This design comes from an exercise in tuning for small area on the open sky130 flow, not from production work.
Only simulation tests tie the RTL to the original design; equivalence was not proved.

==> flow/design.v (excerpt) <==
module algorithm_top (
  input  logic            clk,
  input  logic            rst_n,
  input  logic            s_axis_valid,
  output logic            s_axis_ready,
  input  logic signed [DATA_WIDTH*2-1:0] s_axis_data,  
  output logic            m_axis_valid,
  input  logic            m_axis_ready,
  output logic signed [OUTPUT_WIDTH*2-1:0] m_axis_data
);
==> flow/config.mk <==
export PLATFORM = sky130hd
export DESIGN_NAME = algorithm_top
export DESIGN_NICKNAME = algorithm_top
export VERILOG_FILES = /design/flow/design.v
export SDC_FILE = /design/flow/constraint.sdc
export NUM_CORES = 4
export LEC_CHECK = 0
export CAP_MARGIN = 20
export CORE_MARGIN = 2
export CORE_UTILIZATION = 40
export SLEW_MARGIN = 20
==> flow/constraint.sdc <==
create_clock -name core_clock -period 11.0 [get_ports {clk}]
set_input_delay 2.2000 -clock core_clock [delete_from_list [all_inputs] [get_ports {clk}]]
set_output_delay 2.2000 -clock core_clock [all_outputs]
set_load 0.01 [all_outputs]
standard.sh (not shown) runs the stock make flow with config.mk's settings and CLKGATE_MAP_FILE= SYNTH_SCRIPT=/design/flow/synth_recipe.tcl, a recipe that flattens the netlist after the stock synthesis.
==> flow/flow/run.sh <==
#!/bin/bash
# Own layout flow: the standard ORFS flow (standard.sh) with a few make settings changed:
#  - SYNTH_ARGS=-noabc: skip the quick ABC pass inside Yosys's synth so that the full-adder
#    extraction sees the adder logic as written (registers are unaffected)
#  - port buffers are buf_1 instead of the default choice
#  - clock tree synthesis without dummy loads, with larger sink clusters of clkbuf_16
set -o pipefail
bash standard.sh \
  SYNTH_ARGS=-noabc \
  BUFFER_PORTS_ARGS="-buffer_cell sky130_fd_sc_hd__buf_1" \
  CTS_ARGS="-sink_clustering_enable -repair_clock_nets -dont_use_dummy_load -sink_clustering_size 25 -sink_clustering_max_diameter 80 -buf_list sky130_fd_sc_hd__clkbuf_16" \
   finish > standard_flow.log 2>&1
Change:
CAP_MARGIN = 5   (was 20)
GPL_TIMING_DRIVEN = 0   (was not set)
SLEW_MARGIN = 5   (was 20)
The changed run passed the timing, design-rule and antenna checks.
Clock skew grows by 0.012 ns.
Cell area went up by 2.8%.

* * *

## build 69
algorithm_top, a different RTL version from the one above (not shown whole).
Size in the first run: about 2000 cells after synthesis, ~520 flip-flops, about 74 I/O pins, ~28000 µm² of cells after synthesis.
==> flow/config.mk <==
export PLATFORM = sky130hd
export DESIGN_NAME = algorithm_top
export DESIGN_NICKNAME = algorithm_top
export VERILOG_FILES = /design/flow/design.v
export SDC_FILE = /design/flow/constraint.sdc
export NUM_CORES = 4
export LEC_CHECK = 0
export CAP_MARGIN = 20
export CORE_MARGIN = 2
export CORE_UTILIZATION = 65
export SLEW_MARGIN = 20
==> flow/constraint.sdc <==
create_clock -name core_clock -period 11.0 [get_ports {clk}]
set_input_delay 2.2000 -clock core_clock [delete_from_list [all_inputs] [get_ports {clk}]]
set_output_delay 2.2000 -clock core_clock [all_outputs]
set_load 0.01 [all_outputs]
Scripts as last shown in full above: flow/flow/run.sh
Input changes introduced in build 23 (baseline for comparison: build 69):
==> flow/flow/run.sh <==
#!/bin/bash
# Own layout flow: the standard ORFS flow (standard.sh) with a few make settings changed:
#  - SYNTH_ARGS=-noabc: skip the quick ABC pass inside Yosys's synth so that the full-adder
#    extraction sees the adder logic as written (registers are unaffected)
#  - port buffers are buf_1 instead of the default choice
#  - clock tree synthesis without dummy loads, larger sink clusters
set -o pipefail
bash standard.sh \
  SYNTH_ARGS=-noabc \
  BUFFER_PORTS_ARGS="-buffer_cell sky130_fd_sc_hd__buf_1" \
  CTS_ARGS="-sink_clustering_enable -repair_clock_nets -dont_use_dummy_load -sink_clustering_size 18 -sink_clustering_max_diameter 60 -buf_list sky130_fd_sc_hd__clkbuf_16" \
  finish > standard_flow.log 2>&1
-- flow/config.mk --
<<< build 69, line 8
export CAP_MARGIN = 20
export CORE_MARGIN = 2
export CORE_UTILIZATION = 65
export SLEW_MARGIN = 20
>>> build 23, line 8
export CAP_MARGIN = 20
export CORE_MARGIN = 2
export CORE_UTILIZATION = 40
export SLEW_MARGIN = 20
Findings:
- Compared with build 69, in build 23 fraction of met3 tracks used by global routing fell 2.5 points, instance count on the critical path fell 3, overall global routing resource usage fell 13 points.
- Number of nets in the layout (lower): build 69
- Between build 23 and build 69, minimum period implied by the final worst setup slack is higher for build 69, build 23 comes in under that.
- On detailed route wirelength on metal3: between build 23 and build 69, it ends up higher for build 69.
- Re final standard cell area without fillers: build 69 was lower than build 23.
Setup changes, build 23 to build 92
==> flow/flow/run.sh <==
#!/bin/bash
# Own layout flow: the standard ORFS flow (standard.sh) with a few make settings changed:
#  - SYNTH_ARGS=-noabc: skip the quick ABC pass inside Yosys's synth so that the full-adder
#    extraction sees the adder logic as written (registers are unaffected)
#  - port buffers are buf_1 instead of the default choice
#  - clock tree synthesis without dummy loads, with larger sink clusters of clkbuf_16
#  - RECOVER_POWER=100: after global routing, downsize gates on paths with positive slack
set -o pipefail
bash standard.sh \
  SYNTH_ARGS=-noabc \
  BUFFER_PORTS_ARGS="-buffer_cell sky130_fd_sc_hd__buf_1" \
  CTS_ARGS="-sink_clustering_enable -repair_clock_nets -dont_use_dummy_load -sink_clustering_size 25 -sink_clustering_max_diameter 80 -buf_list sky130_fd_sc_hd__clkbuf_16" \
  RECOVER_POWER=100 finish > standard_flow.log 2>&1
==> comparison <==
Completing all stages was not enough for build 92: its layout failed the final checks because of max-capacitance violations, max-slew violations.
Re number of buffer and inverter stages on the critical path: no difference whatsoever between build 92 and build 23.
~same cell count in build 23 and build 92
The post-CTS resize count in build 92 was higher than what build 23 gave.
Diff build 92..build 23 | hold slack | negligible
Against build 23 as the reference, build 92 delivers a higher critical path depth.
Between build 92 and build 23, the maximum frequency does not differ in any meaningful way.
Across both runs, buffers inserted during post-CTS setup optimization was higher for build 92 than for build 23.
[build 92] met3 wire length fell about 5.7% relative to build 23
~same sum of met2 wire segment lengths after detailed routing in build 23 and build 92
Build 92 vs. build 23: average via count per standard cell went down by 1.3%.
Non-clock buffer count was lower in the run labelled build 23.
Here is what was changed in the inputs of build 72 compared with build 92.
==> flow/flow/run.sh <==
#!/bin/bash
# Own layout flow: the standard ORFS flow (standard.sh) with a few make settings changed:
#  - SYNTH_ARGS=-noabc: skip the quick ABC pass inside Yosys's synth so that the full-adder
#    extraction sees the adder logic as written (registers are unaffected)
#  - port buffers are buf_1 instead of the default choice
#  - clock tree synthesis without dummy loads, larger sink clusters
set -o pipefail
bash standard.sh \
  SYNTH_ARGS=-noabc \
  BUFFER_PORTS_ARGS="-buffer_cell sky130_fd_sc_hd__buf_1" \
  CTS_ARGS="-sink_clustering_enable -repair_clock_nets -dont_use_dummy_load -sink_clustering_size 25 -sink_clustering_max_diameter 80 -buf_list sky130_fd_sc_hd__clkbuf_16" \
  finish > standard_flow.log 2>&1
==> comparison <==
Of build 92 and build 72, just one finished clean: build 72.
Build 92 completed end to end; final checks failed (max-capacitance violations, max-slew violations).
Compared to build 92, build 72 shows a wider setup margin.
Build 92 has a lower final standard cell utilization of the core than build 72.
Between build 92 and build 72, the number of buffers and inverters on the critical path does not differ in any meaningful way.

==> separate check: timing with driven ports <==
The results above use ideal ports. As a check the final layouts listed here were re-extracted and re-timed, cells and wires unchanged. Step 1 sets driving cells, clkbuf_16 on the clock port and buf_2 on the other inputs (assumed; they add their load-dependent delay and slew). Step 2 adds t to the input delays and takes it off the output delays; t is the mean of the earliest and latest rising clock arrival at the registers after step 1. Input paths then give back, and output paths get back, about the clock's delay inside the block. a / b / c = ideal ports / drivers / drivers and shift; a / b = the first two.
| run | t, ns | setup slack, ns | slew at the worst register clock pin (ns) |
|---|---|---|---|
| the first run of note 1 | 0.612 | 0.229 / 0.176 / 0.788 | 0.11 / 0.11 |
| the second run of note 1 | 0.618 | 0.286 / 0.231 / 0.849 | 0.11 / 0.11 |
| build 69 | 0.601 | 0.219 / 0.168 / 0.769 | 0.10 / 0.10 |
| build 23 | 0.580 | 0.256 / 0.202 / 0.782 | 0.08 / 0.08 |
| build 92 | 0.611 | 0.264 / 0.211 / 0.822 | 0.10 / 0.10 |
| build 72 | 0.613 | 0.276 / 0.223 / 0.835 | 0.10 / 0.10 |
